This design comes from an exercise in tuning for small area, a short achievable clock period and few clock cycles on the open sky130 flow, not from production work.
The RTL was checked by simulation tests, not by an equivalence proof against the original design.
Power is estimated from default activity; no workload was simulated.

[config.mk]
export PLATFORM = sky130hd
export DESIGN_NAME = Top
export DESIGN_NICKNAME = Top
export VERILOG_FILES = /design/flow/design.v
export SDC_FILE = /design/flow/constraint.sdc
export NUM_CORES = 4
export LEC_CHECK = 0
export CAP_MARGIN = 20
export CORE_MARGIN = 2
export CORE_UTILIZATION = 40
export SLEW_MARGIN = 20
[constraint.sdc]
create_clock -name core_clock -period 8.0 [get_ports {clock}]
set_input_delay 1.6000 -clock core_clock [delete_from_list [all_inputs] [get_ports {clock}]]
set_output_delay 1.6000 -clock core_clock [all_outputs]
set_load 0.01 [all_outputs]
[design.v]
module Top(
  input wire clock,
  input wire reset_n,
  input wire start,
  input wire [127:0] M1_ReadBus1,
  output wire [15:0] M1_ReadAddress1,
  input wire [35:0] M2_ReadBus1,
  input wire [19:0] M2_ReadBus2,
  output wire [15:0] M2_ReadAddress1,
  output wire [15:0] M2_ReadAddress2,
  output wire [127:0] M2_WriteBus,
  output wire [15:0] M2_WriteAddress,
  output wire M2_WriteEnable,
  input wire [127:0] M3_ReadBus1,
  output wire [15:0] M3_ReadAddress1,
  output wire [127:0] M3_WriteBus,
  output wire [15:0] M3_WriteAddress,
  output wire M3_WriteEnable,
  output wire [127:0] M4_WriteBus,
  output wire [15:0] M4_WriteAddress,
  output wire M4_WriteEnable
  );
  localparam REPLAY = 1'b1;
  localparam [14:0] LASTW = 15'd19199;
  localparam [27:0] NPIX = 28'd307200;
  localparam [2:0] S_IDLE  = 3'd0,
                   S_CLR   = 3'd1,
                   S_HIST  = 3'd2,
                   S_DRAIN = 3'd3,
                   S_LUT   = 3'd4,
                   S_OUT   = 3'd5,
                   S_WAIT  = 3'd6,
                   S_REP   = 3'd7;
  reg [2:0]  st;
  reg [14:0] w;         
  reg [2:0]  ph;        
  reg [7:0]  p;         
  reg [1:0]  ls;        
  reg [1:0]  dc;        
  reg [7:0]  ra1, ra2, rc;
  reg        pv;        
  reg        od;        
  reg [2:0]  phd;
  reg        we2;
  reg [7:0]  wa2;
  reg [18:0] wd2c;
  reg [7:0]  wd2l;
  reg        we3;
  reg [15:0] wa3;
  reg        w3o;       
  reg [18:0] wd3c;
  reg [7:0]  wd3l;
  reg        m4we;
  reg [14:0] m4a;
  reg [127:0] asm;
  reg [18:0] h;
  reg [27:0] E;
  reg [19:0] Dn;        
  reg [7:0]  v;
  reg        found;
  function [7:0] pix;
    input [127:0] bus;
    input [3:0] k;
    pix = bus[k*8 +: 8];
  endfunction
  reg [3:0] k1, k2, k3;
  always @(*) begin
    case (ph)
      3'd0: begin k1 = 4'd0;  k2 = 4'd1;  k3 = 4'd2;  end
      3'd1: begin k1 = 4'd3;  k2 = 4'd4;  k3 = 4'd5;  end
      3'd2: begin k1 = 4'd6;  k2 = 4'd7;  k3 = 4'd8;  end
      3'd3: begin k1 = 4'd9;  k2 = 4'd10; k3 = 4'd11; end
      3'd4: begin k1 = 4'd12; k2 = 4'd13; k3 = 4'd14; end
      3'd5: begin k1 = 4'd15; k2 = 4'd13; k3 = 4'd7;  end
      3'd6: begin k1 = 4'd1;  k2 = 4'd13; k3 = 4'd10; end
      default: begin k1 = 4'd4; k2 = 4'd13; k3 = 4'd13; end
    endcase
  end
  wire in_lut = (st == S_LUT);
  assign M1_ReadAddress1 = {1'b0, w};
  assign M2_ReadAddress1 = {8'd0, in_lut ? p : ra1};
  assign M2_ReadAddress2 = {8'd0, ra2};
  assign M3_ReadAddress1 = (st == S_REP) ? {1'b1, w} : {8'd0, in_lut ? p : rc};
  assign M2_WriteEnable  = we2;
  assign M2_WriteAddress = {8'd0, wa2};
  assign M2_WriteBus     = {92'd0, wd2c, 9'd0, wd2l};
  assign M3_WriteEnable  = we3;
  assign M3_WriteAddress = wa3;
  assign M3_WriteBus     = w3o ? asm : {101'd0, wd3c, wd3l};
  assign M4_WriteEnable  = m4we;
  assign M4_WriteAddress = {1'b0, m4a};
  assign M4_WriteBus     = asm;
  wire [18:0] c2 = (we2 && wa2 == ra1) ? wd2c : M2_ReadBus1[35:17];
  wire [18:0] c3 = (we3 && wa3[7:0] == rc) ? wd3c : M3_ReadBus1[26:8];
  reg  [27:0] ea, eb;
  reg         ec;
  wire [27:0] esum = ea + eb + {27'd0, ec};
  always @(*) begin
    ea = E; eb = {{8{Dn[19]}}, Dn}; ec = 1'b0;
    if (ls == 2'd1) begin
      if (!found) begin ea = 28'd0 - NPIX; eb = {9'd0, h}; end
      else        begin eb = {1'b0, h, 8'd0}; end
    end else if (ls == 2'd2) begin
      eb = ~{9'd0, h}; ec = 1'b1;
    end
  end
  wire loop_go = found && (v != 8'd255) && !E[27];
  wire wlast = (w == LASTW);
  always @(posedge clock or negedge reset_n) begin
    if (!reset_n) begin
      st <= S_IDLE; w <= 15'd0; ph <= 3'd0; p <= 8'd0; ls <= 2'd0; dc <= 2'd0;
      pv <= 1'b0; od <= 1'b0; we2 <= 1'b0; we3 <= 1'b0; m4we <= 1'b0; m4a <= 15'd0;
      found <= 1'b0; v <= 8'd0; w3o <= 1'b0;
    end else begin
      pv <= 1'b0; od <= 1'b0; m4we <= 1'b0;
      we2 <= 1'b0; we3 <= 1'b0;
      if (pv) begin
        we2 <= 1'b1; we3 <= 1'b1; w3o <= 1'b0;
      end
      if (od && phd == 3'd5) begin
        m4we <= 1'b1;
        we3 <= REPLAY; w3o <= 1'b1;
      end
      if (m4we) m4a <= (m4a == LASTW) ? 15'd0 : m4a + 15'd1;
      case (st)
        S_IDLE: if (start) begin st <= S_CLR; p <= 8'd0; end
        S_CLR: begin
          we3 <= 1'b1; w3o <= 1'b0;
          p <= p + 8'd1;
          if (p == 8'd255) begin st <= S_HIST; w <= 15'd0; ph <= 3'd0; end
        end
        S_HIST: begin
          pv <= 1'b1;
          ph <= ph + 3'd1;
          if (ph == 3'd7) begin
            w <= wlast ? 15'd0 : w + 15'd1;
            if (wlast) begin st <= S_DRAIN; dc <= 2'd0; end
          end
        end
        S_DRAIN: begin
          dc <= dc + 2'd1;
          if (dc == 2'd1) begin st <= S_LUT; p <= 8'd0; ls <= 2'd0; found <= 1'b0; v <= 8'd0; end
        end
        S_LUT: begin
          case (ls)
            2'd0: ls <= 2'd1;
            2'd1: begin
              if (h == 19'd0) ls <= 2'd3;
              else if (!found) begin found <= 1'b1; ls <= 2'd3; end
              else ls <= 2'd2;
            end
            2'd2: ls <= 2'd3;
            default: begin
              if (loop_go) v <= v + 8'd1;
              else begin
                we2 <= 1'b1; we3 <= 1'b1; w3o <= 1'b0;
                p <= p + 8'd1; ls <= 2'd0;
                if (p == 8'd255) begin st <= S_OUT; w <= 15'd0; ph <= 3'd0; end
              end
            end
          endcase
        end
        S_OUT: begin
          od <= 1'b1;
          ph <= (ph == 3'd5) ? 3'd0 : ph + 3'd1;
          if (ph == 3'd5) begin
            w <= wlast ? 15'd0 : w + 15'd1;
            if (wlast) begin st <= S_WAIT; dc <= 2'd0; end
          end
        end
        S_WAIT: begin
          dc <= dc + 2'd1;
          if (dc == 2'd1) begin
            if (REPLAY) st <= S_REP;
            else begin st <= S_HIST; ph <= 3'd0; end
          end
        end
        default: begin  
          m4we <= 1'b1;
          w <= wlast ? 15'd0 : w + 15'd1;
        end
      endcase
    end
  end
  always @(posedge clock) begin
    phd <= ph;
    ra1 <= pix(M1_ReadBus1, k1);
    ra2 <= pix(M1_ReadBus1, k2);
    rc  <= pix(M1_ReadBus1, k3);
    if (pv) begin
      wa2 <= ra1; wd2c <= c2 + 19'd1; wd2l <= 8'd0;
      wa3 <= {8'd0, rc}; wd3c <= c3 + 19'd1; wd3l <= 8'd0;
    end
    if (st == S_CLR) begin
      wa3 <= {8'd0, p}; wd3c <= 19'd0; wd3l <= 8'd0;
    end
    if (st == S_LUT && ls == 2'd3) begin
      wa2 <= p; wd2c <= 19'd0; wd2l <= v;
      wa3 <= {8'd0, p}; wd3c <= 19'd0; wd3l <= v;
    end
    if (od && phd == 3'd5) wa3 <= {1'b1, m4a};
    if (st == S_REP) asm <= M3_ReadBus1;
    else if (od) begin
      case (phd)
        3'd0: begin asm[7:0]     <= M2_ReadBus1[7:0]; asm[15:8]    <= M2_ReadBus2[7:0]; asm[23:16]   <= M3_ReadBus1[7:0]; end
        3'd1: begin asm[31:24]   <= M2_ReadBus1[7:0]; asm[39:32]   <= M2_ReadBus2[7:0]; asm[47:40]   <= M3_ReadBus1[7:0]; end
        3'd2: begin asm[55:48]   <= M2_ReadBus1[7:0]; asm[63:56]   <= M2_ReadBus2[7:0]; asm[71:64]   <= M3_ReadBus1[7:0]; end
        3'd3: begin asm[79:72]   <= M2_ReadBus1[7:0]; asm[87:80]   <= M2_ReadBus2[7:0]; asm[95:88]   <= M3_ReadBus1[7:0]; end
        3'd4: begin asm[103:96]  <= M2_ReadBus1[7:0]; asm[111:104] <= M2_ReadBus2[7:0]; asm[119:112] <= M3_ReadBus1[7:0]; end
        default: asm[127:120] <= M2_ReadBus1[7:0];
      endcase
    end
    if (st == S_LUT) begin
      if (ls == 2'd0) h <= M2_ReadBus1[35:17] + M3_ReadBus1[26:8];
      if (ls == 2'd1 && h != 19'd0) begin
        E <= esum;
        if (!found) Dn <= esum[19:0];
      end
      if (ls == 2'd2) E <= esum;
      if (ls == 2'd3 && loop_go) E <= esum;
    end
  end
endmodule
[run.sh]
#!/bin/bash
# synth_recipe.tcl (not shown) runs the flow's synth.tcl, then flattens the netlist and writes it again
# the make line also repeats each setting of config.mk as NAME=value (left out here)
make -C /OpenROAD-flow-scripts/flow DESIGN_CONFIG=/design/flow/config.mk WORK_HOME=/design/flow/orfs CLKGATE_MAP_FILE= SYNTH_SCRIPT=/design/flow/synth_recipe.tcl finish
==> flow_summary.ini, run 1 <==
[die]
fp.coreArea_sq_um = 60130
die_h_um = 250.4
initial_core_util = 0.4038
num_io_pins = 814
rows = 90
die_x_um = 250.4
die_area_sq_um = 62700

[cts]
cts_resized = 0
numCtsBuffers = 43
cts-root-buf = clkbuf_16
clock_sinks = 363
cts_tree = done
path_clk_slew_ns = 0.06
clock_latency_ns = 0.60
h-tree-depth = 2
hold_buffers = 0
postCtsSetupBuffers = 0
clock_path_buffers = 3

[global_routing]
overflow = 0
grt_pass1_wl_um = 158700
grt_pass1_vias = 21280
antenna_found_initial = 6
grt_max_degree = 102
grt.total_usage = 0.3555

[timing]
rsz0062_at_grt = no
finClkSkew_ns = 0.02942
finalCritPeriodShare = 0.6325
hold_viol = 0
finalSetupViolCount = 0
fin_tns_setup_ns = 0
max_slew.worst_pin.slew_ns = 1.141
slew_headroom = 0.2394
maxClockFrequency_ghz = 0.1976
period_needed_ns = 5.060
slew_viol_final = 0

[yosys]
synthFlopType = edfxtp_1
yosysTopAreaCell = edfxtp_1
ys_ff_latch = 363
seq_area_frac_synth = 0.4087
synth_edf_count = 234
syn_inst = 2414
syn_area_sq_um = 24280
ys_types = 76
ys.warnings.count = 1
synth.area.top_cells = edfxtp_1 (29%), mux4_2 (8.9%), dfrtp_1 (6.5%)
synth_top_area_frac = 0.2894
async_flop_share = 0.1736
syn_area_per_cell_sq_um = 10.06

[routing]
drt_pre_antenna_iters = 5
routed-via-count = 22040
ant_nets = 0
vias_per_cell = 5.734
avgRoutedWirePerCell_um = 29.93
routed_wl_um = 115000
drc = 0
drt_iter0_markers = 1736

[outcome]
status = finished clean

[finish]
fin_nets = 3403
syn2layout_area_growth_pct = 34.63
fin_util = 0.5437
drive_gt1_frac = 0.08901
final_area_sq_um = 32690

[critical_path]
endpoint = M3_ReadAddress1[7]
endpoint_kind = primary output
cp-startpoint = st[0]
worst-path-max-fanout = 20
crit_type = reg -> out
rrSetupSlack_ns = 3.22
critical_path_required_ns = 6.40
crit_arrival_ns = 3.46
regToRegStartpoint = ls[0]
reg2reg_depth = 15
r2r-end = E[27]
startpoint_type = flip-flop

[flow_run]
maxCapViolCount = 0

[placed_design]
place_congestion = 1.018
placed_area_sq_um = 31280
port_buffers = 665
hpwl_um = 92720

[min_path]
hold_path_depth = 0
hold_class = reg -> reg

[power_and_ir_drop]
power_density_nw_per_um2 = 432.3
ir_drop_mv = 0.3310
power.leakage_nw = 13.16
[kinds of logic after synthesis]
logic type	count (synthesis)	synth area share
simple gates	826	0.1709
compound gates	534	0.1411
flops	363	0.4087
buf+inv	313	0.06848
mux	221	0.1431
xor+xnor	89	0.03210
fa+ha+maj	67	0.03545
other cells	1	0.0001544
[critical path: stages (launching register included)]
cell and delay, ns:
dfrtp_1 0.75, nand2b_1 0.24, nand2b_1 0.78, nand2_1 0.13, a31oi_1 0.31, clkdlybuf4s50_1 0.63
[cell type report]
class | instances | area (sq um)
fillers | 5395 | 27440
multi-input cells | 1864 | 13290
flip-flops and latches | 363 | 9928
repair buffers | 697 | 6892
clock buffers | 58 | 1152
well taps | 782 | 978.4
clock inverters | 22 | 236.5
inverters | 52 | 197.7
diodes | 5 | 12.51
[how the worst min path moves through the flow]
| stage | start | end |
|---|---|---|
| global placement | ph[0] | phd[0] |
| CTS | ph[0] | phd[0] |
| global route | wd2c[12] | wd2c[12] |
| finish | ph[0] | phd[0] |
| detailed placement | ph[0] | phd[0] |
| floorplan | ph[2] | phd[2] |
[synth_stat cells, types with 10 or more instances]
cell and number:
or2_2 11, dfrtp_1 63, nand2b_1 32, buf_1 18
mux2_2 46, ha_1 64, mux2i_1 76, xnor2_1 55
o31ai_1 16, a21o_1 155, dfxtp_1 66, and2_1 170
nor4_1 10, a211oi_1 17, o21ai_0 143, xor2_1 34
clkbuf_1 107, nand4_1 26, nand2_1 272, edfxtp_1 234
nor3_1 26, a21oi_1 84, and3_1 44, mux4_2 96
nor2b_1 17, a31oi_1 26, o21a_1 11, a22oi_1 17
o21ai_1 16, nand3_1 48, nor2_1 134, buf_4 127
inv_1 51
[per-stage QoR]
stage                     power [mW]  hold WS [ns]  std cells  setup WS, ns
after CTS                      14.11        0.4891       3838         2.932
after global routing           14.77        0.5089       3842         2.832
final                          14.13        0.4959       3843         2.940
after global placement         11.98        0.4685       3758         3.228
after floorplan                8.281        0.3716       2540         3.910
after detailed placement       12.08        0.4757       3758         3.238
[sequential cells by signal, indices dropped and copies added, names as in the netlist, 15 cells and up]
name / cells
E: 28
wd3c: 19
wd2c: 19
wa3: 16
asm: 128
Dn: 20
h: 19
m4a: 15
w: 15
[cell usage in the layout, fill, tap and decap left out, types with 47 or more instances in the layout]
master and count:
conb_1 127, dfrtp_1 62, ha_1 64, xnor2_1 55, and2_1 170, inv_1 51, clkdlybuf4s50_1 664, mux2i_1 76
mux4_2 96, a21o_1 154, nand2_1 272, nor2_1 131, dfxtp_1 66, a21oi_1 83, edfxtp_1 234, nand3_1 47
o21ai_0 140
[power breakdown]
part	internal (mW)	switching (mW)
Sequential	3.07	0.762
Combinational	3.62	4.68
Clock	1.14	0.853
Total	7.84	6.29
[layer usage]
layer  GRT usage  up-vias  share of wire
li1            -     9761              -
met1      0.3733    10850           0.33
met2      0.6065     1164           0.49
met3     0.08209      256          0.078
met4      0.2982        4          0.098
met5           0        -        0.00021
Testbench counts, summed over its fixed seeds: cycles 2,315,766.
==> run 2, diff against run 1 <==
--- a/design.v
+++ b/design.v
@@ -20,7 +20,7 @@
   output wire [15:0] M4_WriteAddress,
   output wire M4_WriteEnable
   );
-  localparam REPLAY = 1'b1;
+  localparam REPLAY = 1'b0;
   localparam [14:0] LASTW = 15'd19199;
   localparam [27:0] NPIX = 28'd307200;
   localparam [2:0] S_IDLE  = 3'd0,
==> run 2 against run 1 <==
Compared with the run above: still clean; via count grew 1.5%; sequential cell count is the same; worst setup slack got worse by 0.0084 ns; cell area increased by 1.7%; fmax down 0.17%; synthesized area is 1.6% higher; core utilization decreased by 0.18 points; critical path depth rose by 1; die area is 1.6% higher; total power down 66%; count of clock-buffer cells in the layout grew 4; clock skew fell by 0.0080 ns.
==> flow_summary.ini, run 2 <==
[critical_path]
crit_arrival_ns = 3.47
cp_slowest_cell = dfrtp_1
crit_type = reg -> out
critPathBufInv = 3
startpoint_type = flip-flop
worst-path-max-fanout = 18
crit_chain = clkinv_1 > nand3_1 > buf_4 > nand2_1 > a31oi_1 > clkdlybuf4s50_1
max_stage_delay_ns = 0.73
crit_family = buffers and inverters
critical_path_required_ns = 6.40
endpoint_kind = primary output

[placed_design]
port_buffers = 665
hpwl_um = 90070
dp_slack_ns = 3.008
place_congestion = 0.9682

[yosys]
synth.area.top_cells = edfxtp_1 (28%), mux4_2 (8.8%), dfrtp_1 (6.4%)
synthFlopType = edfxtp_1
syn_area_per_cell_sq_um = 10.15
synth_edf_count = 234
async_flop_share = 0.1736
ys.warnings.count = 1
synth_common_cells = nand2_1 (251), edfxtp_1 (234), and2_1 (169)
yosysMostFrequentCell = nand2_1
ys_types = 99
syn_inst = 2431
seq_area_frac_synth = 0.4023
syn_area_sq_um = 24670
ys_ff_latch = 363
synth_top_area_frac = 0.2848
yosysTopAreaCell = edfxtp_1

[timing]
slew_headroom = 0.3058
maxClockFrequency_ghz = 0.1973
finalCritPeriodShare = 0.6336
rsz0062_at_grt = no
max_slew.worst_pin.slew_ns = 1.037
hold_viol = 0
fin_tns_setup_ns = 0
holdWs_ns = 0.4484
finClkSkew_ns = 0.02146
slew_viol_final = 0
finalSetupViolCount = 0
period_needed_ns = 5.069
finalWorstSetupSlack_ns = 2.931

[finish]
fin_nets = 3419
largest_register = asm
syn2layout_area_growth_pct = 34.79
final_cell_mix = clkdlybuf4s50_1 (664), nand2_1 (251), edfxtp_1 (234), and2_1 (169), a21o_1 (158)
final_common_cell = clkdlybuf4s50_1
drive_gt1_frac = 0.1019
largest_reg_flops = 128
reg.largest.list = asm: 128 flops, E: 28 flops, Dn: 20 flops

[routing]
routed-via-count = 22360
drt_pre_antenna_iters = 6
vias_per_cell = 5.778
drc = 0
avgRoutedWirePerCell_um = 29.32
routed_wl_um = 113500
drt_iter0_markers = 1886
ant_nets = 0

[cts]
hold_buffers = 0
cts_tree = done
h-tree-depth = 2
path_clk_slew_ns = 0.06
numCtsBuffers = 44
clock_latency_ns = 0.60
cts-root-buf = clkbuf_16
postCtsSetupBuffers = 0
clock_sinks = 363
cts_resized = 0
clock_path_buffers = 3

[die]
fp.coreArea_sq_um = 61370
die_area_sq_um = 63680
die_h_um = 252.3
die_x_um = 252.3
rows = 91
num_io_pins = 814
initial_core_util = 0.4020

[global_routing]
grt_use_met1 = 0.3967
grt_pass1_vias = 21710
grt_pass1_wl_um = 156700
grt_max_degree = 114
antenna_found_initial = 6
busiest_layer = met2
overflow = 0
use_met2 = 0.5735
met3_usage = 0.06787
grt.total_usage = 0.3437

[power_and_ir_drop]
power_density_nw_per_um2 = 144.9
power.leakage_nw = 12.96
finalPower_mw = 4.817
ir_drop_mv = 0.1405

[flow_run]
maxCapViolCount = 0

[outcome]
status = finished clean

[min_path]
hold_class = reg -> reg
[run 2: logic make-up after synthesis]
| kind of cell | Yosys count | synth area share |
|---|---|---|
| AO/OA/AOI/OAI | 553 | 0.1477 |
| adder cells (fa/ha/maj) | 68 | 0.03530 |
| multiplexers | 215 | 0.1384 |
| flip-flops | 363 | 0.4023 |
| other | 1 | 0.0001520 |
| buffers and inverters | 325 | 0.07116 |
| AND/OR/NAND/NOR | 817 | 0.1713 |
| XOR/XNOR | 89 | 0.03373 |
[run 2: per-stage QoR]
step | std cells | utilization | area [sq um]
after detailed placement | 3779 | 0.5156 | 31640
after floorplan | 2557 | - | 25140
final | 3870 | 0.5418 | 33250
after CTS | 3861 | 0.5405 | 33170
after global placement | 3779 | 0.5156 | 31640
after global routing | 3869 | 0.5418 | 33250
[run 2: report_power, final]
group          internal (mW)  switching, mW
Clock                   1.28          0.879
Sequential              2.04         0.0473
Combinational          0.297          0.278
[run 2: final cells by class]
cell class,count,area (sq um)
Tap cell,790,988.4
Multi-Input combinational cell,1869,13620
Antenna cell,7,17.52
Inverter,61,231.5
Clock inverter,20,260.3
Sequential cell,363,9928
Timing Repair Buffer,698,6939
Fill cell,5528,28120
Clock buffer,62,1270
[run 2: final timing paths]
check	slack, ns	from	depth (start not counted)	endpoint
max in group asynchronous	6.10	reset_n	2	w3o
max	2.93	st[1]	6	M3_ReadAddress1[1]
min in group asynchronous	1.22	reset_n	2	we2
min	0.45	wa3[15]	2	wa3[15]
min reg2reg	0.45	wa3[15]	2	wa3[15]
max reg2reg	3.27	ls[1]	12	E[16]
[run 2: metal layers]
metal / part of all wire / wire length, um
met2: 0.48 / 54400
met3: 0.078 / 8824
met1: 0.36 / 41200
met4: 0.080 / 9029
met5: 0 / 0
[run 2: worst register-to-register path: stages, from the launching register on]
cell      delay, ns
dfrtp_1        0.45
inv_1          0.14
ha_2           0.58
nor2b_1        0.65
a21oi_1        0.21
fa_1           0.47
fa_1           0.43
nor2b_1        0.18
o211ai_1       0.13
a31oi_1        0.33
o21ai_0        0.33
o31ai_1        0.42
xor2_1         0.15
Testbench counts of run 2, summed over its fixed seeds: cycles 4,322,260.

==> port drivers added, routing unchanged <==
In the flow no input, the clock included, has a driving cell. The finished layouts below were timed again as built, in two steps.
Step 1 (the two cells are an assumption about what drives the block):
set clk [get_ports {clock}]
set_driving_cell -lib_cell sky130_fd_sc_hd__clkbuf_16 $clk
set_driving_cell -lib_cell sky130_fd_sc_hd__buf_2 [delete_from_list [all_inputs] $clk]
Step 2 also shifts input and output timing later by t, the mid clock arrival at the registers, as if the neighbouring blocks saw the same clock.
a / b / c = ideal / step 1 / step 2; a / b = the first two.
run	shift t [ns]	setup slack, ns	worst setup path after step 2	worst slew at a driven data input, ns	cell pins on the clock port's net
run 1	0.643	2.940 / 2.885 / 3.138	input to register	0.12	1
run 2	0.639	2.931 / 2.884 / 3.064	input to register	0.13	1
After both steps every run listed still meets setup and hold.
